This is an optimization exercise on Yosys and OpenROAD, whose aim is small area and a short achievable clock period, not a production implementation.
Only the layout flow was run in this run; the RTL was not checked for function there.
No activity file was given, so power comes from the tool's default toggle rates.

`design.v`:
```
module bit_population_counter_top (
  input  logic         clk_i,
  input  logic         srst_i,
  input  logic [127:0] data_i,
  input  logic         data_val_i,
  output logic [6:0]   data_o,
  output logic         data_val_o
);
  logic r0000_p0_0;
  logic r0001_p0_3;
  logic r0002_p0_6;
  logic r0003_p0_9;
  logic r0004_p0_11;
  logic r0005_p0_14;
  logic r0006_p0_16;
  logic r0007_p0_19;
  logic r0008_p0_22;
  logic r0009_p0_25;
  logic r0010_p0_28;
  logic r0011_p0_31;
  logic r0012_p0_34;
  logic r0013_p0_37;
  logic r0014_p0_40;
  logic r0015_p0_43;
  logic r0016_p0_44;
  logic r0017_p0_47;
  logic r0018_p0_50;
  logic r0019_p0_53;
  logic r0020_p0_56;
  logic r0021_p1_0;
  logic r0022_p1_1;
  logic r0023_p1_2;
  logic r0024_p1_5;
  logic r0025_p1_8;
  logic r0026_p1_9;
  logic r0027_p1_10;
  logic r0028_p1_13;
  logic r0029_p1_16;
  logic r0030_p1_19;
  logic r0031_p1_22;
  logic r0032_p1_25;
  logic r0033_p1_26;
  logic r0034_p2_0;
  logic r0035_p2_1;
  logic r0036_p2_2;
  logic r0037_p2_3;
  logic r0038_p2_6;
  logic r0039_p2_9;
  logic r0040_p2_10;
  logic r0041_p2_13;
  logic r0042_p3_0;
  logic r0043_p3_1;
  logic r0044_p3_2;
  logic r0045_p3_3;
  logic r0046_p3_4;
  logic r0047_p3_5;
  logic r0048_p3_6;
  logic r0049_p3_7;
  logic r0050_p3_8;
  logic r0051_p3_9;
  logic r0052_p0_1;
  logic r0053_p0_4;
  logic r0054_p0_7;
  logic r0055_p0_12;
  logic r0056_p0_15;
  logic r0057_p0_17;
  logic r0058_p0_20;
  logic r0059_p0_23;
  logic r0060_p0_26;
  logic r0061_p0_29;
  logic r0062_p0_32;
  logic r0063_p0_35;
  logic r0064_p0_38;
  logic r0065_p0_41;
  logic r0066_p0_45;
  logic r0067_p0_48;
  logic r0068_p0_51;
  logic r0069_p0_54;
  logic r0070_p0_57;
  logic r0071_p1_3;
  logic r0072_p1_6;
  logic r0073_p1_11;
  logic r0074_p1_14;
  logic r0075_p1_17;
  logic r0076_p1_20;
  logic r0077_p1_23;
  logic r0078_p2_4;
  logic r0079_p2_7;
  logic r0080_p2_11;
  logic r0081_p0_2;
  logic r0082_p0_5;
  logic r0083_p0_8;
  logic r0084_p0_10;
  logic r0085_p0_13;
  logic r0086_p0_18;
  logic r0087_p0_21;
  logic r0088_p0_24;
  logic r0089_p0_27;
  logic r0090_p0_30;
  logic r0091_p0_33;
  logic r0092_p0_36;
  logic r0093_p0_39;
  logic r0094_p0_42;
  logic r0095_p0_46;
  logic r0096_p0_49;
  logic r0097_p0_52;
  logic r0098_p0_55;
  logic r0099_p1_4;
  logic r0100_p1_7;
  logic r0101_p1_12;
  logic r0102_p1_15;
  logic r0103_p1_18;
  logic r0104_p1_21;
  logic r0105_p1_24;
  logic r0106_p2_5;
  logic r0107_p2_8;
  logic r0108_p2_12;
  logic r0109_wc6;
  logic r0110_wc10;
  logic r0111_wc16;
  logic r0112_wc20;
  logic r0113_wc26;
  logic r0114_wc32;
  logic r0115_wc38;
  logic r0116_wc42;
  logic r0117_wc48;
  logic r0118_wc54;
  logic r0119_wc64;
  logic r0120_wc70;
  logic r0121_wc76;
  logic r0122_wc80;
  logic r0123_wc4;
  logic r0124_wc12;
  logic r0125_wc18;
  logic r0126_wc22;
  logic r0127_wc28;
  logic r0128_wc34;
  logic r0129_wc44;
  logic r0130_wc50;
  logic r0131_wc56;
  logic r0132_wc60;
  logic r0133_wc66;
  logic r0134_wc72;
  logic r0135_wc78;
  logic r0136_wc82;
  logic r0137_wc2;
  logic r0138_wc8;
  logic r0139_wc14;
  logic r0140_wc24;
  logic r0141_wc30;
  logic r0142_wc36;
  logic r0143_wc40;
  logic r0144_wc46;
  logic r0145_wc52;
  logic r0146_wc58;
  logic r0147_wc62;
  logic r0148_wc68;
  logic r0149_wc74;
  logic r0150_wc84;
  logic r0151_ws5;
  logic r0152_ws11;
  logic r0153_ws17;
  logic r0154_ws23;
  logic r0155_ws29;
  logic r0156_ws33;
  logic r0157_ws39;
  logic r0158_ws45;
  logic r0159_ws55;
  logic r0160_ws61;
  logic r0161_ws67;
  logic r0162_ws71;
  logic r0163_ws77;
  logic r0164_ws83;
  logic r0165_ws3;
  logic r0166_ws9;
  logic r0167_ws13;
  logic r0168_ws19;
  logic r0169_ws25;
  logic r0170_ws35;
  logic r0171_ws41;
  logic r0172_ws47;
  logic r0173_ws51;
  logic r0174_ws57;
  logic r0175_ws63;
  logic r0176_ws69;
  logic r0177_ws73;
  logic r0178_ws79;
  logic r0179_ws1;
  logic r0180_ws7;
  logic r0181_ws15;
  logic r0182_ws21;
  logic r0183_ws27;
  logic r0184_ws31;
  logic r0185_ws37;
  logic r0186_ws43;
  logic r0187_ws49;
  logic r0188_ws53;
  logic r0189_ws59;
  logic r0190_ws65;
  logic r0191_ws75;
  logic r0192_ws81;
  logic r0193_wc146;
  logic r0194_wc158;
  logic r0195_wc164;
  logic r0196_wc170;
  logic r0197_wc184;
  logic r0198_wc190;
  logic r0199_wc196;
  logic r0200_wc214;
  logic r0201_wc232;
  logic r0202_wc142;
  logic r0203_wc148;
  logic r0204_wc160;
  logic r0205_wc166;
  logic r0206_wc172;
  logic r0207_wc186;
  logic r0208_wc192;
  logic r0209_wc204;
  logic r0210_wc210;
  logic r0211_wc220;
  logic r0212_wc230;
  logic r0213_wc236;
  logic r0214_wc144;
  logic r0215_wc150;
  logic r0216_wc156;
  logic r0217_wc162;
  logic r0218_wc168;
  logic r0219_wc188;
  logic r0220_wc194;
  logic r0221_wc206;
  logic r0222_wc212;
  logic r0223_wc222;
  logic r0224_wc224;
  logic r0225_ws145;
  logic r0226_ws155;
  logic r0227_ws161;
  logic r0228_ws167;
  logic r0229_ws185;
  logic r0230_ws191;
  logic r0231_ws209;
  logic r0232_ws141;
  logic r0233_ws147;
  logic r0234_ws157;
  logic r0235_ws163;
  logic r0236_ws169;
  logic r0237_ws187;
  logic r0238_ws193;
  logic r0239_ws203;
  logic r0240_ws211;
  logic r0241_ws219;
  logic r0242_ws235;
  logic r0243_ws143;
  logic r0244_ws149;
  logic r0245_ws159;
  logic r0246_ws165;
  logic r0247_ws171;
  logic r0248_ws183;
  logic r0249_ws189;
  logic r0250_ws195;
  logic r0251_ws205;
  logic r0252_ws213;
  logic r0253_ws221;
  logic r0254_ws223;
  logic r0255_ws231;
  logic r0256_wc128;
  logic r0257_wc134;
  logic r0258_wc140;
  logic r0259_wc130;
  logic r0260_wc136;
  logic r0261_wc132;
  logic r0262_wc138;
  logic r0263_wc90;
  logic r0264_wc96;
  logic r0265_wc100;
  logic r0266_wc106;
  logic r0267_wc112;
  logic r0268_ws129;
  logic r0269_ws135;
  logic r0270_ws153;
  logic r0271_wc86;
  logic r0272_wc92;
  logic r0273_wc98;
  logic r0274_wc102;
  logic r0275_wc108;
  logic r0276_ws131;
  logic r0277_ws137;
  logic r0278_wc88;
  logic r0279_wc94;
  logic r0280_wc104;
  logic r0281_wc110;
  logic r0282_ws127;
  logic r0283_ws133;
  logic r0284_ws139;
  logic r0285_ws151;
  logic r0286_wc174;
  logic r0287_wc202;
  logic r0288_wc216;
  logic r0289_wc226;
  logic r0290_wc176;
  logic r0291_wc198;
  logic r0292_wc200;
  logic r0293_ws87;
  logic r0294_ws93;
  logic r0295_ws99;
  logic r0296_ws103;
  logic r0297_ws109;
  logic r0298_ws89;
  logic r0299_ws95;
  logic r0300_ws105;
  logic r0301_ws111;
  logic r0302_ws85;
  logic r0303_ws91;
  logic r0304_ws97;
  logic r0305_ws101;
  logic r0306_ws107;
  logic r0307_wc152;
  logic r0308_ws175;
  logic r0309_wc180;
  logic r0310_ws199;
  logic r0311_wc208;
  logic r0312_wc154;
  logic r0313_wc182;
  logic r0314_ws201;
  logic r0315_ws215;
  logic r0316_wc218;
  logic r0317_wc228;
  logic r0318_ws173;
  logic r0319_wc178;
  logic r0320_ws197;
  logic r0321_ws225;
  logic r0322_ws233;
  logic r0323_wc234;
  logic r0324_ws181;
  logic r0325_ws227;
  logic r0326_ws177;
  logic r0327_ws179;
  logic r0328_ws217;
  logic r0329_wc118;
  logic r0330_wc114;
  logic r0331_wc120;
  logic r0332_wc116;
  logic r0333_wc122;
  logic r0334_wc238;
  logic r0335_ws117;
  logic r0336_ws113;
  logic r0337_ws119;
  logic r0338_ws115;
  logic r0339_ws121;
  logic r0340_ws207;
  logic r0341_ws229;
  logic r0342_wc124;
  logic r0343_wc126;
  logic r0344_ws123;
  logic r0345_ws125;
  logic r0346_ws237;
  logic r0347_ws239;
  logic r0348_wc240;
  logic r0349_ws241;
  logic r0350_wc242;
  logic r0351_ws243;
  logic r0352_wc244;
  logic r0353_ws245;
  logic r0354_wc246;
  logic r0355_wo247;
  logic r0356_wg248;
  logic r0357_wo249;
  logic r0358_wq250;
  logic r0359_wg251;
  logic r0360_wo252;
  logic r0361_wq253;
  logic r0362_wg254;
  logic r0363_wo255;
  logic r0364_wq256;
  logic r0365_wq257;
  logic r0366_wg258;
  logic r0367_wo259;
  logic r0368_wg260;
  logic r0369_wq261;
  logic r0370_wq262;
  logic r0371_wg263;
  logic r0372_wo264;
  assign r0179_ws1 = data_i[0] ^ data_i[100] ^ data_i[101];
  assign r0137_wc2 = (data_i[0] & data_i[100]) | (data_i[0] & data_i[101]) | (data_i[100] & data_i[101]);
  assign r0165_ws3 = data_i[102] ^ data_i[103] ^ data_i[104];
  assign r0123_wc4 = (data_i[102] & data_i[103]) | (data_i[102] & data_i[104]) | (data_i[103] & data_i[104]);
  assign r0151_ws5 = data_i[105] ^ data_i[106] ^ data_i[107];
  assign r0109_wc6 = (data_i[105] & data_i[106]) | (data_i[105] & data_i[107]) | (data_i[106] & data_i[107]);
  assign r0180_ws7 = data_i[108] ^ data_i[109] ^ data_i[10];
  assign r0138_wc8 = (data_i[108] & data_i[109]) | (data_i[108] & data_i[10]) | (data_i[109] & data_i[10]);
  assign r0166_ws9 = data_i[110] ^ data_i[111] ^ data_i[112];
  assign r0110_wc10 = (data_i[110] & data_i[111]) | (data_i[110] & data_i[112]) | (data_i[111] & data_i[112]);
  assign r0152_ws11 = data_i[113] ^ data_i[114] ^ data_i[115];
  assign r0124_wc12 = (data_i[113] & data_i[114]) | (data_i[113] & data_i[115]) | (data_i[114] & data_i[115]);
  assign r0167_ws13 = data_i[116] ^ data_i[117] ^ data_i[118];
  assign r0139_wc14 = (data_i[116] & data_i[117]) | (data_i[116] & data_i[118]) | (data_i[117] & data_i[118]);
  assign r0181_ws15 = data_i[119] ^ data_i[11] ^ data_i[120];
  assign r0111_wc16 = (data_i[119] & data_i[11]) | (data_i[119] & data_i[120]) | (data_i[11] & data_i[120]);
  assign r0153_ws17 = data_i[121] ^ data_i[122] ^ data_i[123];
  assign r0125_wc18 = (data_i[121] & data_i[122]) | (data_i[121] & data_i[123]) | (data_i[122] & data_i[123]);
  assign r0168_ws19 = data_i[124] ^ data_i[125] ^ data_i[126];
  assign r0112_wc20 = (data_i[124] & data_i[125]) | (data_i[124] & data_i[126]) | (data_i[125] & data_i[126]);
  assign r0182_ws21 = data_i[127] ^ data_i[12] ^ data_i[13];
  assign r0126_wc22 = (data_i[127] & data_i[12]) | (data_i[127] & data_i[13]) | (data_i[12] & data_i[13]);
  assign r0154_ws23 = data_i[14] ^ data_i[15] ^ data_i[16];
  assign r0140_wc24 = (data_i[14] & data_i[15]) | (data_i[14] & data_i[16]) | (data_i[15] & data_i[16]);
  assign r0169_ws25 = data_i[17] ^ data_i[18] ^ data_i[19];
  assign r0113_wc26 = (data_i[17] & data_i[18]) | (data_i[17] & data_i[19]) | (data_i[18] & data_i[19]);
  assign r0183_ws27 = data_i[1] ^ data_i[20] ^ data_i[21];
  assign r0127_wc28 = (data_i[1] & data_i[20]) | (data_i[1] & data_i[21]) | (data_i[20] & data_i[21]);
  assign r0155_ws29 = data_i[22] ^ data_i[23] ^ data_i[24];
  assign r0141_wc30 = (data_i[22] & data_i[23]) | (data_i[22] & data_i[24]) | (data_i[23] & data_i[24]);
  assign r0184_ws31 = data_i[25] ^ data_i[26] ^ data_i[27];
  assign r0114_wc32 = (data_i[25] & data_i[26]) | (data_i[25] & data_i[27]) | (data_i[26] & data_i[27]);
  assign r0156_ws33 = data_i[28] ^ data_i[29] ^ data_i[2];
  assign r0128_wc34 = (data_i[28] & data_i[29]) | (data_i[28] & data_i[2]) | (data_i[29] & data_i[2]);
  assign r0170_ws35 = data_i[30] ^ data_i[31] ^ data_i[32];
  assign r0142_wc36 = (data_i[30] & data_i[31]) | (data_i[30] & data_i[32]) | (data_i[31] & data_i[32]);
  assign r0185_ws37 = data_i[33] ^ data_i[34] ^ data_i[35];
  assign r0115_wc38 = (data_i[33] & data_i[34]) | (data_i[33] & data_i[35]) | (data_i[34] & data_i[35]);
  assign r0157_ws39 = data_i[36] ^ data_i[37] ^ data_i[38];
  assign r0143_wc40 = (data_i[36] & data_i[37]) | (data_i[36] & data_i[38]) | (data_i[37] & data_i[38]);
  assign r0171_ws41 = data_i[39] ^ data_i[3] ^ data_i[40];
  assign r0116_wc42 = (data_i[39] & data_i[3]) | (data_i[39] & data_i[40]) | (data_i[3] & data_i[40]);
  assign r0186_ws43 = data_i[41] ^ data_i[42] ^ data_i[43];
  assign r0129_wc44 = (data_i[41] & data_i[42]) | (data_i[41] & data_i[43]) | (data_i[42] & data_i[43]);
  assign r0158_ws45 = data_i[44] ^ data_i[45] ^ data_i[46];
  assign r0144_wc46 = (data_i[44] & data_i[45]) | (data_i[44] & data_i[46]) | (data_i[45] & data_i[46]);
  assign r0172_ws47 = data_i[47] ^ data_i[48] ^ data_i[49];
  assign r0117_wc48 = (data_i[47] & data_i[48]) | (data_i[47] & data_i[49]) | (data_i[48] & data_i[49]);
  assign r0187_ws49 = data_i[4] ^ data_i[50] ^ data_i[51];
  assign r0130_wc50 = (data_i[4] & data_i[50]) | (data_i[4] & data_i[51]) | (data_i[50] & data_i[51]);
  assign r0173_ws51 = data_i[52] ^ data_i[53] ^ data_i[54];
  assign r0145_wc52 = (data_i[52] & data_i[53]) | (data_i[52] & data_i[54]) | (data_i[53] & data_i[54]);
  assign r0188_ws53 = data_i[55] ^ data_i[56] ^ data_i[57];
  assign r0118_wc54 = (data_i[55] & data_i[56]) | (data_i[55] & data_i[57]) | (data_i[56] & data_i[57]);
  assign r0159_ws55 = data_i[58] ^ data_i[59] ^ data_i[5];
  assign r0131_wc56 = (data_i[58] & data_i[59]) | (data_i[58] & data_i[5]) | (data_i[59] & data_i[5]);
  assign r0174_ws57 = data_i[60] ^ data_i[61] ^ data_i[62];
  assign r0146_wc58 = (data_i[60] & data_i[61]) | (data_i[60] & data_i[62]) | (data_i[61] & data_i[62]);
  assign r0189_ws59 = data_i[63] ^ data_i[64] ^ data_i[65];
  assign r0132_wc60 = (data_i[63] & data_i[64]) | (data_i[63] & data_i[65]) | (data_i[64] & data_i[65]);
  assign r0160_ws61 = data_i[66] ^ data_i[67] ^ data_i[68];
  assign r0147_wc62 = (data_i[66] & data_i[67]) | (data_i[66] & data_i[68]) | (data_i[67] & data_i[68]);
  assign r0175_ws63 = data_i[69] ^ data_i[6] ^ data_i[70];
  assign r0119_wc64 = (data_i[69] & data_i[6]) | (data_i[69] & data_i[70]) | (data_i[6] & data_i[70]);
  assign r0190_ws65 = data_i[71] ^ data_i[72] ^ data_i[73];
  assign r0133_wc66 = (data_i[71] & data_i[72]) | (data_i[71] & data_i[73]) | (data_i[72] & data_i[73]);
  assign r0161_ws67 = data_i[74] ^ data_i[75] ^ data_i[76];
  assign r0148_wc68 = (data_i[74] & data_i[75]) | (data_i[74] & data_i[76]) | (data_i[75] & data_i[76]);
  assign r0176_ws69 = data_i[77] ^ data_i[78] ^ data_i[79];
  assign r0120_wc70 = (data_i[77] & data_i[78]) | (data_i[77] & data_i[79]) | (data_i[78] & data_i[79]);
  assign r0162_ws71 = data_i[7] ^ data_i[80] ^ data_i[81];
  assign r0134_wc72 = (data_i[7] & data_i[80]) | (data_i[7] & data_i[81]) | (data_i[80] & data_i[81]);
  assign r0177_ws73 = data_i[82] ^ data_i[83] ^ data_i[84];
  assign r0149_wc74 = (data_i[82] & data_i[83]) | (data_i[82] & data_i[84]) | (data_i[83] & data_i[84]);
  assign r0191_ws75 = data_i[85] ^ data_i[86] ^ data_i[87];
  assign r0121_wc76 = (data_i[85] & data_i[86]) | (data_i[85] & data_i[87]) | (data_i[86] & data_i[87]);
  assign r0163_ws77 = data_i[88] ^ data_i[89] ^ data_i[8];
  assign r0135_wc78 = (data_i[88] & data_i[89]) | (data_i[88] & data_i[8]) | (data_i[89] & data_i[8]);
  assign r0178_ws79 = data_i[90] ^ data_i[91] ^ data_i[92];
  assign r0122_wc80 = (data_i[90] & data_i[91]) | (data_i[90] & data_i[92]) | (data_i[91] & data_i[92]);
  assign r0192_ws81 = data_i[93] ^ data_i[94] ^ data_i[95];
  assign r0136_wc82 = (data_i[93] & data_i[94]) | (data_i[93] & data_i[95]) | (data_i[94] & data_i[95]);
  assign r0164_ws83 = data_i[96] ^ data_i[97] ^ data_i[98];
  assign r0150_wc84 = (data_i[96] & data_i[97]) | (data_i[96] & data_i[98]) | (data_i[97] & data_i[98]);
  assign r0302_ws85 = data_i[99] ^ data_i[9] ^ r0179_ws1;
  assign r0271_wc86 = (data_i[99] & data_i[9]) | (data_i[99] & r0179_ws1) | (data_i[9] & r0179_ws1);
  assign r0293_ws87 = r0152_ws11 ^ r0167_ws13 ^ r0181_ws15;
  assign r0278_wc88 = (r0152_ws11 & r0167_ws13) | (r0152_ws11 & r0181_ws15) | (r0167_ws13 & r0181_ws15);
  assign r0298_ws89 = r0153_ws17 ^ r0168_ws19 ^ r0182_ws21;
  assign r0263_wc90 = (r0153_ws17 & r0168_ws19) | (r0153_ws17 & r0182_ws21) | (r0168_ws19 & r0182_ws21);
  assign r0303_ws91 = r0154_ws23 ^ r0169_ws25 ^ r0183_ws27;
  assign r0272_wc92 = (r0154_ws23 & r0169_ws25) | (r0154_ws23 & r0183_ws27) | (r0169_ws25 & r0183_ws27);
  assign r0294_ws93 = r0155_ws29 ^ r0165_ws3 ^ r0184_ws31;
  assign r0279_wc94 = (r0155_ws29 & r0165_ws3) | (r0155_ws29 & r0184_ws31) | (r0165_ws3 & r0184_ws31);
  assign r0299_ws95 = r0156_ws33 ^ r0170_ws35 ^ r0185_ws37;
  assign r0264_wc96 = (r0156_ws33 & r0170_ws35) | (r0156_ws33 & r0185_ws37) | (r0170_ws35 & r0185_ws37);
  assign r0304_ws97 = r0157_ws39 ^ r0171_ws41 ^ r0186_ws43;
  assign r0273_wc98 = (r0157_ws39 & r0171_ws41) | (r0157_ws39 & r0186_ws43) | (r0171_ws41 & r0186_ws43);
  assign r0295_ws99 = r0158_ws45 ^ r0172_ws47 ^ r0187_ws49;
  assign r0265_wc100 = (r0158_ws45 & r0172_ws47) | (r0158_ws45 & r0187_ws49) | (r0172_ws47 & r0187_ws49);
  assign r0305_ws101 = r0151_ws5 ^ r0173_ws51 ^ r0188_ws53;
  assign r0274_wc102 = (r0151_ws5 & r0173_ws51) | (r0151_ws5 & r0188_ws53) | (r0173_ws51 & r0188_ws53);
  assign r0296_ws103 = r0159_ws55 ^ r0174_ws57 ^ r0189_ws59;
  assign r0280_wc104 = (r0159_ws55 & r0174_ws57) | (r0159_ws55 & r0189_ws59) | (r0174_ws57 & r0189_ws59);
  assign r0300_ws105 = r0160_ws61 ^ r0175_ws63 ^ r0190_ws65;
  assign r0266_wc106 = (r0160_ws61 & r0175_ws63) | (r0160_ws61 & r0190_ws65) | (r0175_ws63 & r0190_ws65);
  assign r0306_ws107 = r0161_ws67 ^ r0176_ws69 ^ r0180_ws7;
  assign r0275_wc108 = (r0161_ws67 & r0176_ws69) | (r0161_ws67 & r0180_ws7) | (r0176_ws69 & r0180_ws7);
  assign r0297_ws109 = r0162_ws71 ^ r0177_ws73 ^ r0191_ws75;
  assign r0281_wc110 = (r0162_ws71 & r0177_ws73) | (r0162_ws71 & r0191_ws75) | (r0177_ws73 & r0191_ws75);
  assign r0301_ws111 = r0163_ws77 ^ r0178_ws79 ^ r0192_ws81;
  assign r0267_wc112 = (r0163_ws77 & r0178_ws79) | (r0163_ws77 & r0192_ws81) | (r0178_ws79 & r0192_ws81);
  assign r0336_ws113 = r0110_wc10 ^ r0124_wc12 ^ r0139_wc14;
  assign r0330_wc114 = (r0110_wc10 & r0124_wc12) | (r0110_wc10 & r0139_wc14) | (r0124_wc12 & r0139_wc14);
  assign r0338_ws115 = r0111_wc16 ^ r0125_wc18 ^ r0137_wc2;
  assign r0332_wc116 = (r0111_wc16 & r0125_wc18) | (r0111_wc16 & r0137_wc2) | (r0125_wc18 & r0137_wc2);
  assign r0335_ws117 = r0112_wc20 ^ r0126_wc22 ^ r0140_wc24;
  assign r0329_wc118 = (r0112_wc20 & r0126_wc22) | (r0112_wc20 & r0140_wc24) | (r0126_wc22 & r0140_wc24);
  assign r0337_ws119 = r0113_wc26 ^ r0127_wc28 ^ r0141_wc30;
  assign r0331_wc120 = (r0113_wc26 & r0127_wc28) | (r0113_wc26 & r0141_wc30) | (r0127_wc28 & r0141_wc30);
  assign r0339_ws121 = r0114_wc32 ^ r0128_wc34 ^ r0142_wc36;
  assign r0333_wc122 = (r0114_wc32 & r0128_wc34) | (r0114_wc32 & r0142_wc36) | (r0128_wc34 & r0142_wc36);
  assign r0344_ws123 = r0115_wc38 ^ r0123_wc4 ^ r0143_wc40;
  assign r0342_wc124 = (r0115_wc38 & r0123_wc4) | (r0115_wc38 & r0143_wc40) | (r0123_wc4 & r0143_wc40);
  assign r0345_ws125 = r0116_wc42 ^ r0129_wc44 ^ r0144_wc46;
  assign r0343_wc126 = (r0116_wc42 & r0129_wc44) | (r0116_wc42 & r0144_wc46) | (r0129_wc44 & r0144_wc46);
  assign r0282_ws127 = r0117_wc48 ^ r0130_wc50 ^ r0145_wc52;
  assign r0256_wc128 = (r0117_wc48 & r0130_wc50) | (r0117_wc48 & r0145_wc52) | (r0130_wc50 & r0145_wc52);
  assign r0268_ws129 = r0118_wc54 ^ r0131_wc56 ^ r0146_wc58;
  assign r0259_wc130 = (r0118_wc54 & r0131_wc56) | (r0118_wc54 & r0146_wc58) | (r0131_wc56 & r0146_wc58);
  assign r0276_ws131 = r0109_wc6 ^ r0132_wc60 ^ r0147_wc62;
  assign r0261_wc132 = (r0109_wc6 & r0132_wc60) | (r0109_wc6 & r0147_wc62) | (r0132_wc60 & r0147_wc62);
  assign r0283_ws133 = r0119_wc64 ^ r0133_wc66 ^ r0148_wc68;
  assign r0257_wc134 = (r0119_wc64 & r0133_wc66) | (r0119_wc64 & r0148_wc68) | (r0133_wc66 & r0148_wc68);
  assign r0269_ws135 = r0120_wc70 ^ r0134_wc72 ^ r0149_wc74;
  assign r0260_wc136 = (r0120_wc70 & r0134_wc72) | (r0120_wc70 & r0149_wc74) | (r0134_wc72 & r0149_wc74);
  assign r0277_ws137 = r0121_wc76 ^ r0135_wc78 ^ r0138_wc8;
  assign r0262_wc138 = (r0121_wc76 & r0135_wc78) | (r0121_wc76 & r0138_wc8) | (r0135_wc78 & r0138_wc8);
  assign r0284_ws139 = r0122_wc80 ^ r0136_wc82 ^ r0150_wc84;
  assign r0258_wc140 = (r0122_wc80 & r0136_wc82) | (r0122_wc80 & r0150_wc84) | (r0136_wc82 & r0150_wc84);
  assign r0232_ws141 = r0000_p0_0 ^ r0052_p0_1 ^ r0084_p0_10;
  assign r0202_wc142 = (r0000_p0_0 & r0052_p0_1) | (r0000_p0_0 & r0084_p0_10) | (r0052_p0_1 & r0084_p0_10);
  assign r0243_ws143 = r0004_p0_11 ^ r0055_p0_12 ^ r0085_p0_13;
  assign r0214_wc144 = (r0004_p0_11 & r0055_p0_12) | (r0004_p0_11 & r0085_p0_13) | (r0055_p0_12 & r0085_p0_13);
  assign r0225_ws145 = r0005_p0_14 ^ r0056_p0_15 ^ r0081_p0_2;
  assign r0193_wc146 = (r0005_p0_14 & r0056_p0_15) | (r0005_p0_14 & r0081_p0_2) | (r0056_p0_15 & r0081_p0_2);
  assign r0233_ws147 = r0001_p0_3 ^ r0053_p0_4 ^ r0082_p0_5;
  assign r0203_wc148 = (r0001_p0_3 & r0053_p0_4) | (r0001_p0_3 & r0082_p0_5) | (r0053_p0_4 & r0082_p0_5);
  assign r0244_ws149 = r0002_p0_6 ^ r0054_p0_7 ^ r0083_p0_8;
  assign r0215_wc150 = (r0002_p0_6 & r0054_p0_7) | (r0002_p0_6 & r0083_p0_8) | (r0054_p0_7 & r0083_p0_8);
  assign r0285_ws151 = r0003_p0_9 ^ r0232_ws141 ^ r0243_ws143;
  assign r0307_wc152 = (r0003_p0_9 & r0232_ws141) | (r0003_p0_9 & r0243_ws143) | (r0232_ws141 & r0243_ws143);
  assign r0270_ws153 = r0225_ws145 ^ r0233_ws147 ^ r0244_ws149;
  assign r0312_wc154 = (r0225_ws145 & r0233_ws147) | (r0225_ws145 & r0244_ws149) | (r0233_ws147 & r0244_ws149);
  assign r0226_ws155 = r0006_p0_16 ^ r0057_p0_17 ^ r0086_p0_18;
  assign r0216_wc156 = (r0006_p0_16 & r0057_p0_17) | (r0006_p0_16 & r0086_p0_18) | (r0057_p0_17 & r0086_p0_18);
  assign r0234_ws157 = r0007_p0_19 ^ r0058_p0_20 ^ r0087_p0_21;
  assign r0194_wc158 = (r0007_p0_19 & r0058_p0_20) | (r0007_p0_19 & r0087_p0_21) | (r0058_p0_20 & r0087_p0_21);
  assign r0245_ws159 = r0008_p0_22 ^ r0059_p0_23 ^ r0088_p0_24;
  assign r0204_wc160 = (r0008_p0_22 & r0059_p0_23) | (r0008_p0_22 & r0088_p0_24) | (r0059_p0_23 & r0088_p0_24);
  assign r0227_ws161 = r0009_p0_25 ^ r0060_p0_26 ^ r0089_p0_27;
  assign r0217_wc162 = (r0009_p0_25 & r0060_p0_26) | (r0009_p0_25 & r0089_p0_27) | (r0060_p0_26 & r0089_p0_27);
  assign r0235_ws163 = r0010_p0_28 ^ r0061_p0_29 ^ r0090_p0_30;
  assign r0195_wc164 = (r0010_p0_28 & r0061_p0_29) | (r0010_p0_28 & r0090_p0_30) | (r0061_p0_29 & r0090_p0_30);
  assign r0246_ws165 = r0011_p0_31 ^ r0062_p0_32 ^ r0091_p0_33;
  assign r0205_wc166 = (r0011_p0_31 & r0062_p0_32) | (r0011_p0_31 & r0091_p0_33) | (r0062_p0_32 & r0091_p0_33);
  assign r0228_ws167 = r0012_p0_34 ^ r0063_p0_35 ^ r0092_p0_36;
  assign r0218_wc168 = (r0012_p0_34 & r0063_p0_35) | (r0012_p0_34 & r0092_p0_36) | (r0063_p0_35 & r0092_p0_36);
  assign r0236_ws169 = r0013_p0_37 ^ r0064_p0_38 ^ r0093_p0_39;
  assign r0196_wc170 = (r0013_p0_37 & r0064_p0_38) | (r0013_p0_37 & r0093_p0_39) | (r0064_p0_38 & r0093_p0_39);
  assign r0247_ws171 = r0014_p0_40 ^ r0065_p0_41 ^ r0094_p0_42;
  assign r0206_wc172 = (r0014_p0_40 & r0065_p0_41) | (r0014_p0_40 & r0094_p0_42) | (r0065_p0_41 & r0094_p0_42);
  assign r0318_ws173 = r0015_p0_43 ^ r0202_wc142 ^ r0214_wc144;
  assign r0286_wc174 = (r0015_p0_43 & r0202_wc142) | (r0015_p0_43 & r0214_wc144) | (r0202_wc142 & r0214_wc144);
  assign r0308_ws175 = r0193_wc146 ^ r0203_wc148 ^ r0215_wc150;
  assign r0290_wc176 = (r0193_wc146 & r0203_wc148) | (r0193_wc146 & r0215_wc150) | (r0203_wc148 & r0215_wc150);
  assign r0326_ws177 = r0226_ws155 ^ r0234_ws157 ^ r0245_ws159;
  assign r0319_wc178 = (r0226_ws155 & r0234_ws157) | (r0226_ws155 & r0245_ws159) | (r0234_ws157 & r0245_ws159);
  assign r0327_ws179 = r0227_ws161 ^ r0235_ws163 ^ r0246_ws165;
  assign r0309_wc180 = (r0227_ws161 & r0235_ws163) | (r0227_ws161 & r0246_ws165) | (r0235_ws163 & r0246_ws165);
  assign r0324_ws181 = r0228_ws167 ^ r0236_ws169 ^ r0247_ws171;
  assign r0313_wc182 = (r0228_ws167 & r0236_ws169) | (r0228_ws167 & r0247_ws171) | (r0236_ws169 & r0247_ws171);
  assign r0248_ws183 = r0016_p0_44 ^ r0066_p0_45 ^ r0095_p0_46;
  assign r0197_wc184 = (r0016_p0_44 & r0066_p0_45) | (r0016_p0_44 & r0095_p0_46) | (r0066_p0_45 & r0095_p0_46);
  assign r0229_ws185 = r0017_p0_47 ^ r0067_p0_48 ^ r0096_p0_49;
  assign r0207_wc186 = (r0017_p0_47 & r0067_p0_48) | (r0017_p0_47 & r0096_p0_49) | (r0067_p0_48 & r0096_p0_49);
  assign r0237_ws187 = r0018_p0_50 ^ r0068_p0_51 ^ r0097_p0_52;
  assign r0219_wc188 = (r0018_p0_50 & r0068_p0_51) | (r0018_p0_50 & r0097_p0_52) | (r0068_p0_51 & r0097_p0_52);
  assign r0249_ws189 = r0019_p0_53 ^ r0069_p0_54 ^ r0098_p0_55;
  assign r0198_wc190 = (r0019_p0_53 & r0069_p0_54) | (r0019_p0_53 & r0098_p0_55) | (r0069_p0_54 & r0098_p0_55);
  assign r0230_ws191 = r0020_p0_56 ^ r0070_p0_57 ^ r0216_wc156;
  assign r0208_wc192 = (r0020_p0_56 & r0070_p0_57) | (r0020_p0_56 & r0216_wc156) | (r0070_p0_57 & r0216_wc156);
  assign r0238_ws193 = r0194_wc158 ^ r0204_wc160 ^ r0217_wc162;
  assign r0220_wc194 = (r0194_wc158 & r0204_wc160) | (r0194_wc158 & r0217_wc162) | (r0204_wc160 & r0217_wc162);
  assign r0250_ws195 = r0195_wc164 ^ r0205_wc166 ^ r0218_wc168;
  assign r0199_wc196 = (r0195_wc164 & r0205_wc166) | (r0195_wc164 & r0218_wc168) | (r0205_wc166 & r0218_wc168);
  assign r0320_ws197 = r0196_wc170 ^ r0206_wc172 ^ r0248_ws183;
  assign r0291_wc198 = (r0196_wc170 & r0206_wc172) | (r0196_wc170 & r0248_ws183) | (r0206_wc172 & r0248_ws183);
  assign r0310_ws199 = r0229_ws185 ^ r0237_ws187 ^ r0249_ws189;
  assign r0292_wc200 = (r0229_ws185 & r0237_ws187) | (r0229_ws185 & r0249_ws189) | (r0237_ws187 & r0249_ws189);
  assign r0314_ws201 = r0197_wc184 ^ r0207_wc186 ^ r0219_wc188;
  assign r0287_wc202 = (r0197_wc184 & r0207_wc186) | (r0197_wc184 & r0219_wc188) | (r0207_wc186 & r0219_wc188);
  assign r0239_ws203 = r0023_p1_2 ^ r0071_p1_3 ^ r0099_p1_4;
  assign r0209_wc204 = (r0023_p1_2 & r0071_p1_3) | (r0023_p1_2 & r0099_p1_4) | (r0071_p1_3 & r0099_p1_4);
  assign r0251_ws205 = r0024_p1_5 ^ r0072_p1_6 ^ r0100_p1_7;
  assign r0221_wc206 = (r0024_p1_5 & r0072_p1_6) | (r0024_p1_5 & r0100_p1_7) | (r0072_p1_6 & r0100_p1_7);
  assign r0340_ws207 = r0025_p1_8 ^ r0239_ws203 ^ r0251_ws205;
  assign r0311_wc208 = (r0025_p1_8 & r0239_ws203) | (r0025_p1_8 & r0251_ws205) | (r0239_ws203 & r0251_ws205);
  assign r0231_ws209 = r0027_p1_10 ^ r0073_p1_11 ^ r0101_p1_12;
  assign r0210_wc210 = (r0027_p1_10 & r0073_p1_11) | (r0027_p1_10 & r0101_p1_12) | (r0073_p1_11 & r0101_p1_12);
  assign r0240_ws211 = r0028_p1_13 ^ r0074_p1_14 ^ r0102_p1_15;
  assign r0222_wc212 = (r0028_p1_13 & r0074_p1_14) | (r0028_p1_13 & r0102_p1_15) | (r0074_p1_14 & r0102_p1_15);
  assign r0252_ws213 = r0029_p1_16 ^ r0075_p1_17 ^ r0103_p1_18;
  assign r0200_wc214 = (r0029_p1_16 & r0075_p1_17) | (r0029_p1_16 & r0103_p1_18) | (r0075_p1_17 & r0103_p1_18);
  assign r0315_ws215 = r0026_p1_9 ^ r0209_wc204 ^ r0221_wc206;
  assign r0288_wc216 = (r0026_p1_9 & r0209_wc204) | (r0026_p1_9 & r0221_wc206) | (r0209_wc204 & r0221_wc206);
  assign r0328_ws217 = r0231_ws209 ^ r0240_ws211 ^ r0252_ws213;
  assign r0316_wc218 = (r0231_ws209 & r0240_ws211) | (r0231_ws209 & r0252_ws213) | (r0240_ws211 & r0252_ws213);
  assign r0241_ws219 = r0030_p1_19 ^ r0076_p1_20 ^ r0104_p1_21;
  assign r0211_wc220 = (r0030_p1_19 & r0076_p1_20) | (r0030_p1_19 & r0104_p1_21) | (r0076_p1_20 & r0104_p1_21);
  assign r0253_ws221 = r0031_p1_22 ^ r0077_p1_23 ^ r0105_p1_24;
  assign r0223_wc222 = (r0031_p1_22 & r0077_p1_23) | (r0031_p1_22 & r0105_p1_24) | (r0077_p1_23 & r0105_p1_24);
  assign r0254_ws223 = r0032_p1_25 ^ r0210_wc210 ^ r0222_wc212;
  assign r0224_wc224 = (r0032_p1_25 & r0210_wc210) | (r0032_p1_25 & r0222_wc212) | (r0210_wc210 & r0222_wc212);
  assign r0321_ws225 = r0200_wc214 ^ r0241_ws219 ^ r0253_ws221;
  assign r0289_wc226 = (r0200_wc214 & r0241_ws219) | (r0200_wc214 & r0253_ws221) | (r0241_ws219 & r0253_ws221);
  assign r0325_ws227 = r0033_p1_26 ^ r0211_wc220 ^ r0223_wc222;
  assign r0317_wc228 = (r0033_p1_26 & r0211_wc220) | (r0033_p1_26 & r0223_wc222) | (r0211_wc220 & r0223_wc222);
  assign r0341_ws229 = r0037_p2_3 ^ r0078_p2_4 ^ r0106_p2_5;
  assign r0212_wc230 = (r0037_p2_3 & r0078_p2_4) | (r0037_p2_3 & r0106_p2_5) | (r0078_p2_4 & r0106_p2_5);
  assign r0255_ws231 = r0038_p2_6 ^ r0079_p2_7 ^ r0107_p2_8;
  assign r0201_wc232 = (r0038_p2_6 & r0079_p2_7) | (r0038_p2_6 & r0107_p2_8) | (r0079_p2_7 & r0107_p2_8);
  assign r0322_ws233 = r0039_p2_9 ^ r0212_wc230 ^ r0255_ws231;
  assign r0323_wc234 = (r0039_p2_9 & r0212_wc230) | (r0039_p2_9 & r0255_ws231) | (r0212_wc230 & r0255_ws231);
  assign r0242_ws235 = r0040_p2_10 ^ r0080_p2_11 ^ r0108_p2_12;
  assign r0213_wc236 = (r0040_p2_10 & r0080_p2_11) | (r0040_p2_10 & r0108_p2_12) | (r0080_p2_11 & r0108_p2_12);
  assign r0346_ws237 = r0201_wc232 ^ r0242_ws235;
  assign r0334_wc238 = r0201_wc232 & r0242_ws235;
  assign r0347_ws239 = r0041_p2_13 ^ r0213_wc236;
  assign r0348_wc240 = r0041_p2_13 & r0213_wc236;
  assign r0349_ws241 = r0042_p3_0 ^ r0043_p3_1;
  assign r0350_wc242 = r0042_p3_0 & r0043_p3_1;
  assign r0351_ws243 = r0047_p3_5 ^ r0048_p3_6;
  assign r0352_wc244 = r0047_p3_5 & r0048_p3_6;
  assign r0353_ws245 = r0049_p3_7 ^ r0050_p3_8;
  assign r0354_wc246 = r0049_p3_7 & r0050_p3_8;
  assign r0355_wo247 = r0044_p3_2 ^ r0350_wc242;
  assign r0356_wg248 = (r0044_p3_2 & r0350_wc242);
  assign r0357_wo249 = r0045_p3_3 ^ r0356_wg248;
  assign r0358_wq250 = r0045_p3_3 & r0044_p3_2;
  assign r0359_wg251 = (r0358_wq250 & r0350_wc242);
  assign r0360_wo252 = r0046_p3_4 ^ r0359_wg251;
  assign r0361_wq253 = r0046_p3_4 & r0045_p3_3;
  assign r0362_wg254 = (r0361_wq253 & r0356_wg248);
  assign r0363_wo255 = r0351_ws243 ^ r0362_wg254;
  assign r0364_wq256 = r0351_ws243 & r0046_p3_4;
  assign r0365_wq257 = r0364_wq256 & r0045_p3_3;
  assign r0366_wg258 = (r0365_wq257 & r0356_wg248) | r0352_wc244;
  assign r0367_wo259 = r0353_ws245 ^ r0366_wg258;
  assign r0368_wg260 = (r0353_ws245 & r0352_wc244) | r0354_wc246;
  assign r0369_wq261 = r0353_ws245 & r0351_ws243;
  assign r0370_wq262 = r0369_wq261 & r0046_p3_4;
  assign r0371_wg263 = (r0370_wq262 & r0359_wg251) | r0368_wg260;
  assign r0372_wo264 = r0051_p3_9 ^ r0371_wg263;
  always_ff @( posedge clk_i )
    begin
      r0000_p0_0 <= r0164_ws83;
      r0052_p0_1 <= r0166_ws9;
      r0081_p0_2 <= r0305_ws101;
      r0001_p0_3 <= r0296_ws103;
      r0053_p0_4 <= r0300_ws105;
      r0082_p0_5 <= r0306_ws107;
      r0002_p0_6 <= r0297_ws109;
      r0054_p0_7 <= r0301_ws111;
      r0083_p0_8 <= r0302_ws85;
      r0003_p0_9 <= r0293_ws87;
      r0084_p0_10 <= r0298_ws89;
      r0004_p0_11 <= r0303_ws91;
      r0055_p0_12 <= r0294_ws93;
      r0085_p0_13 <= r0299_ws95;
      r0005_p0_14 <= r0304_ws97;
      r0056_p0_15 <= r0295_ws99;
      r0006_p0_16 <= r0265_wc100;
      r0057_p0_17 <= r0274_wc102;
      r0086_p0_18 <= r0280_wc104;
      r0007_p0_19 <= r0266_wc106;
      r0058_p0_20 <= r0275_wc108;
      r0087_p0_21 <= r0281_wc110;
      r0008_p0_22 <= r0267_wc112;
      r0059_p0_23 <= r0271_wc86;
      r0088_p0_24 <= r0278_wc88;
      r0009_p0_25 <= r0263_wc90;
      r0060_p0_26 <= r0272_wc92;
      r0089_p0_27 <= r0279_wc94;
      r0010_p0_28 <= r0264_wc96;
      r0061_p0_29 <= r0273_wc98;
      r0090_p0_30 <= r0336_ws113;
      r0011_p0_31 <= r0338_ws115;
      r0062_p0_32 <= r0335_ws117;
      r0091_p0_33 <= r0337_ws119;
      r0012_p0_34 <= r0339_ws121;
      r0063_p0_35 <= r0344_ws123;
      r0092_p0_36 <= r0345_ws125;
      r0013_p0_37 <= r0282_ws127;
      r0064_p0_38 <= r0268_ws129;
      r0093_p0_39 <= r0276_ws131;
      r0014_p0_40 <= r0283_ws133;
      r0065_p0_41 <= r0269_ws135;
      r0094_p0_42 <= r0277_ws137;
      r0015_p0_43 <= r0284_ws139;
      r0016_p0_44 <= r0330_wc114;
      r0066_p0_45 <= r0332_wc116;
      r0095_p0_46 <= r0329_wc118;
      r0017_p0_47 <= r0331_wc120;
      r0067_p0_48 <= r0333_wc122;
      r0096_p0_49 <= r0342_wc124;
      r0018_p0_50 <= r0343_wc126;
      r0068_p0_51 <= r0256_wc128;
      r0097_p0_52 <= r0259_wc130;
      r0019_p0_53 <= r0261_wc132;
      r0069_p0_54 <= r0257_wc134;
      r0098_p0_55 <= r0260_wc136;
      r0020_p0_56 <= r0262_wc138;
      r0070_p0_57 <= r0258_wc140;
      r0021_p1_0 <= r0285_ws151;
      r0022_p1_1 <= r0270_ws153;
      r0023_p1_2 <= r0307_wc152;
      r0071_p1_3 <= r0312_wc154;
      r0099_p1_4 <= r0318_ws173;
      r0024_p1_5 <= r0308_ws175;
      r0072_p1_6 <= r0326_ws177;
      r0100_p1_7 <= r0327_ws179;
      r0025_p1_8 <= r0324_ws181;
      r0026_p1_9 <= r0286_wc174;
      r0027_p1_10 <= r0290_wc176;
      r0073_p1_11 <= r0319_wc178;
      r0101_p1_12 <= r0309_wc180;
      r0028_p1_13 <= r0313_wc182;
      r0074_p1_14 <= r0230_ws191;
      r0102_p1_15 <= r0238_ws193;
      r0029_p1_16 <= r0250_ws195;
      r0075_p1_17 <= r0320_ws197;
      r0103_p1_18 <= r0310_ws199;
      r0030_p1_19 <= r0198_wc190;
      r0076_p1_20 <= r0208_wc192;
      r0104_p1_21 <= r0220_wc194;
      r0031_p1_22 <= r0199_wc196;
      r0077_p1_23 <= r0291_wc198;
      r0105_p1_24 <= r0292_wc200;
      r0032_p1_25 <= r0314_ws201;
      r0033_p1_26 <= r0287_wc202;
      r0034_p2_0 <= r0021_p1_0;
      r0035_p2_1 <= r0022_p1_1;
      r0036_p2_2 <= r0340_ws207;
      r0037_p2_3 <= r0311_wc208;
      r0078_p2_4 <= r0315_ws215;
      r0106_p2_5 <= r0328_ws217;
      r0038_p2_6 <= r0288_wc216;
      r0079_p2_7 <= r0316_wc218;
      r0107_p2_8 <= r0254_ws223;
      r0039_p2_9 <= r0321_ws225;
      r0040_p2_10 <= r0224_wc224;
      r0080_p2_11 <= r0289_wc226;
      r0108_p2_12 <= r0325_ws227;
      r0041_p2_13 <= r0317_wc228;
      r0042_p3_0 <= r0034_p2_0;
      r0043_p3_1 <= r0035_p2_1;
      r0044_p3_2 <= r0036_p2_2;
      r0045_p3_3 <= r0341_ws229;
      r0046_p3_4 <= r0322_ws233;
      r0047_p3_5 <= r0346_ws237;
      r0048_p3_6 <= r0323_wc234;
      r0049_p3_7 <= r0334_wc238;
      r0050_p3_8 <= r0347_ws239;
      r0051_p3_9 <= r0348_wc240;
    end
  wire [6:0] count = {r0372_wo264, r0367_wo259, r0363_wo255, r0360_wo252, r0357_wo249, r0355_wo247, r0349_ws241};
  logic [4:0] val;
  always_ff @( posedge clk_i )
    begin
      if ( srst_i )
        val <= '0;
      else
        val <= { val[3:0], data_val_i };
    end
  assign data_val_o = val[4];
  always_ff @( posedge clk_i )
    data_o <= count;
endmodule
```
`flow/run.sh`:
```
#!/bin/bash
# The standard layout (standard.sh) with three changes to its settings:
#  - Yosys's synth runs without its early "abc -fast" pass (SYNTH_ARGS=-noabc),
#    so extract_fa keeps the RTL's full adders in their true polarity instead
#    of adding inverters around them; the registers are the same;
#  - ports are buffered with plain buf_1 cells instead of delay buffers;
#  - CTS inserts no dummy loads and uses small clock buffers.
# make's output (every step's log is also kept under orfs/logs) goes to flow.log.
set -euo pipefail
cat >> config.mk <<'CFG'
export SYNTH_ARGS = -noabc
export BUFFER_PORTS_ARGS = -buffer_cell sky130_fd_sc_hd__buf_1
export CTS_ARGS = -sink_clustering_enable -repair_clock_nets -dont_use_dummy_load -buf_list {sky130_fd_sc_hd__clkbuf_4}
CFG
bash standard.sh finish > flow.log 2>&1
```
`standard.sh`:
```
#!/bin/bash
# synth_recipe.tcl (not shown) runs the flow's synth.tcl, then flattens the netlist and writes it again
# the make line also repeats each setting of config.mk as NAME=value (left out here)
make -C /OpenROAD-flow-scripts/flow DESIGN_CONFIG=/design/flow/config.mk WORK_HOME=/design/flow/orfs CLKGATE_MAP_FILE= SYNTH_SCRIPT=/design/flow/synth_recipe.tcl "${@:-finish}"
```
`config.mk`:
```
export PLATFORM = sky130hd
export DESIGN_NAME = bit_population_counter_top
export DESIGN_NICKNAME = bit_population_counter_top
export VERILOG_FILES = /design/flow/design.v
export SDC_FILE = /design/flow/constraint.sdc
export NUM_CORES = 4
export LEC_CHECK = 0
export CAP_MARGIN = 20
export CORE_MARGIN = 2
export CORE_UTILIZATION = 40
export SLEW_MARGIN = 20
export SYNTH_ARGS = -noabc
export BUFFER_PORTS_ARGS = -buffer_cell sky130_fd_sc_hd__buf_1
export CTS_ARGS = -sink_clustering_enable -repair_clock_nets -dont_use_dummy_load -buf_list {sky130_fd_sc_hd__clkbuf_4}
```
`constraint.sdc`:
```
create_clock -name core_clock -period 2.6 [get_ports {clk_i}]
set_input_delay 0.5200 -clock core_clock [delete_from_list [all_inputs] [get_ports {clk_i}]]
set_output_delay 0.5200 -clock core_clock [all_outputs]
set_load 0.01 [all_outputs]
```
==> impl_metrics.yaml <==
outcome:
  status: "timing/DRC/antenna clean"
cells_and_area:
  multi_input_area_um2: 2551
  diodes: 0
  nFillCells: 1065
  area_growth_pct: 17.21
  final_util: 0.4833
  instances_no_fill: 584
  top_register: "data_o"
  nets: 673
  reg.largest.list: "data_o (7), val (5)"
  regArea_um2: 2422
  largest_reg_flops: 7
  drive_above_1_share: 0.04327
worst_setup_path:
  ff2ff_path_depth: 2
  start_kind: "flip-flop"
  critPathMaxFanout: 1
  cp-endpoint: "r0022_p1_1"
  reg2reg_setup_slack_ns: 1.08
  critical_path_class: "reg2reg"
  arrival_ns: 1.85
  endpoint_kind: "flip-flop"
  critPathRequiredTime_ns: 2.94
  startpoint: "r0001_p0_3"
  r2r-end: "r0022_p1_1"
  r2r-start: "r0001_p0_3"
detailed_routing:
  detail_route.wl_per_cell_um: 13.04
  dr.pass1.iters: 3
  routed-via-count: 2415
  postRouteAntennaNets: 0
  drcViolationCount: 0
  via_per_inst: 4.135
  drtIter0Drc: 37
  wirelength_um: 7614
yosys:
  avgSynthCellArea_um2: 19.06
  syn_area_um2: 4974
  synth_cell_types: 11
  synth_seq_cells: 121
  ys_warn_count: 1
  syn_nets: 516
  synthCells: 261
  yosysSeqAreaShare: 0.4870
cts:
  insertion_delay_ns: 0.48
  cts_tree: "yes"
  clock-sinks: 121
  clk_pin_slew_ns: 0.10
  clockBufferDepth: 2
  numCtsBuffers: 17
  cts-htree-levels: 4
  post-cts-setup-buffer-count: 0
  clock-root-buffer: "clkbuf_4"
  cts-resized-gates: 0
  postCtsHoldBufs: 0
global_route:
  antenna_found_initial: 0
  track_usage: 0.1333
  grt_pass1_wl_um: 12870
  grt_max_degree: 17
  grt_overflow: 0
  grt_pass1_vias: 2808
sta:
  finalClockSkew_ns: 0.03326
  finalHoldViolCount: 0
  slew_violations: 0
  period_needed_ns: 1.515
  fmax_ghz: 0.6599
  slew_headroom: 0.8643
  tns_ns: 0
  worst_pin_slew_ns: 0.2009
  setup_violations: 0
  fin_crit_sh: 0.5829
  rsz0062_at_grt: "false"
floorplan:
  fp.dieArea_um2: 13340
  core-area_um2: 12060
  die_h_um: 115.5
  core.rowCount: 40
  fp.dieW_um: 115.5
  start_util: 0.4123
  ios: 139
pwr:
  powerDensity_nw_per_um2: 990.4
  netSwitchingFraction: 0.3212
  pwr-share-clk: 0.141
  combPwrFrac: 0.338
  peakVddDrop_uv: 330.6
  p_switching_mw: 1.854
  power_leakage_nw: 2.207
  p_int_mw: 3.919
  pwr-share-seq: 0.520
min_path:
  hold_path_class: "in2reg"
  hp-start: "data_val_i"
flow_run:
  drv_cap: 0
place:
  gp_congestion: 0.7720
  port_buffers: 138
  hpwl_um: 6680
  dp.cells: 567
## per-stage QoR
step	hold WS, ns	power [mW]	instance area [µm²]	worst slack [ns]
floorplan	0.3096	4.260	4974	0.9949
global placement	0.3106	5.040	5702	0.8035
detailed placement	0.3121	5.104	5702	0.7881
CTS	0.2355	5.928	5829	1.055
global route	0.2055	6.441	5829	1.023
finish	0.2702	5.773	5829	1.085
## worst max-delay path, cell delays in order, from the launching register on
cell and delay (ns):
dfxtp_1 0.35, fa_1 0.60, fa_1 0.43
## cell usage in the layout (no fill, tap or decap)
cell	n
nand3_2	1
clkbuf_4	17
a21oi_1	1
xor2_1	2
ha_1	6
fa_1	118
nor2b_1	5
dfxtp_1	121
buf_1	138
o21ai_1	1
xnor2_1	3
a41oi_1	1
nand3_1	2
## cells by family after synthesis
logic type / Yosys count / synth area share
adders and majority gates: 124 / 0.4901
DFF: 121 / 0.4870
and+or+nand+nor: 8 / 0.01031
xor gates and xnor gates: 5 / 0.008807
AOI/OAI and AO/OA: 3 / 0.003772
## synthesized netlist by cell type
library cell	number	area share
a21oi_1	1	0.0010
a41oi_1	1	0.0018
dfxtp_1	121	0.49
fa_1	118	0.47
ha_1	6	0.015
nand3_1	2	0.0020
nand3_2	1	0.0020
nor2b_1	5	0.0063
o21ai_1	1	0.0010
xnor2_1	3	0.0053
xor2_1	2	0.0035
## power by group through the flow
stage,Sequential (mW),Clock [mW],Combinational [mW]
after CTS,3.02,0.863,2.04
after detailed placement,3.07,0,2.04
final,3.00,0.816,1.95
after global routing,3.09,0.950,2.40
after global placement,3.05,0,1.99
after floorplan,3.01,0,1.25
## cell type report
| type | instances | share of cell area |
|---|---|---|
| multi-input combinational | 140 | 0.4376 |
| clock buffer | 17 | 0.02189 |
| tap | 168 | 0.03606 |
| timing repair buffer | 138 | 0.08886 |
| sequential | 121 | 0.4155 |
## worst min-delay path by stage
stage	end	depth (start not counted)
CTS	val[0]	2
floorplan	r0034_p2_0	0
global route	val[0]	2
global placement	r0043_p3_1	0
detailed placement	r0044_p3_2	0
finish	val[0]	2
## routing by layer
metal	up-vias	share of wire	wire length [µm]	global-route usage
li1	1112	-	-	-
met1	1221	0.39	2940	0.1527
met2	73	0.55	4152	0.2292
met3	9	0.052	398	0.04759
met4	0	0.016	123	0.05221
met5	-	0	0	0

## separate check: timing with driven ports
How much do the figures lean on ideal ports? The routed layout below was timed once more, with nothing changed but the port constraints.
Step 1 sets driving cells, clkbuf_16 on the clock port and buf_2 on the other inputs (assumed; they add their load-dependent delay and slew).
Step 2 also shifts input and output timing later by t, the mid clock arrival at the registers, as if the neighbouring blocks saw the same clock.
a / b / c = no drivers / after step 1 / after step 2; a / b = the first two.
t, ns: 0.491
slack for setup (ns): 1.085 / 1.085 / 0.818
worst setup path after step 2: input to register
clock arrival spread, ns: 0.034 / 0.034
After both steps setup and hold are still met in this run. For this run, drivers alone change the setup slack by 0.000 ns; drivers and shift together by -0.267 ns.
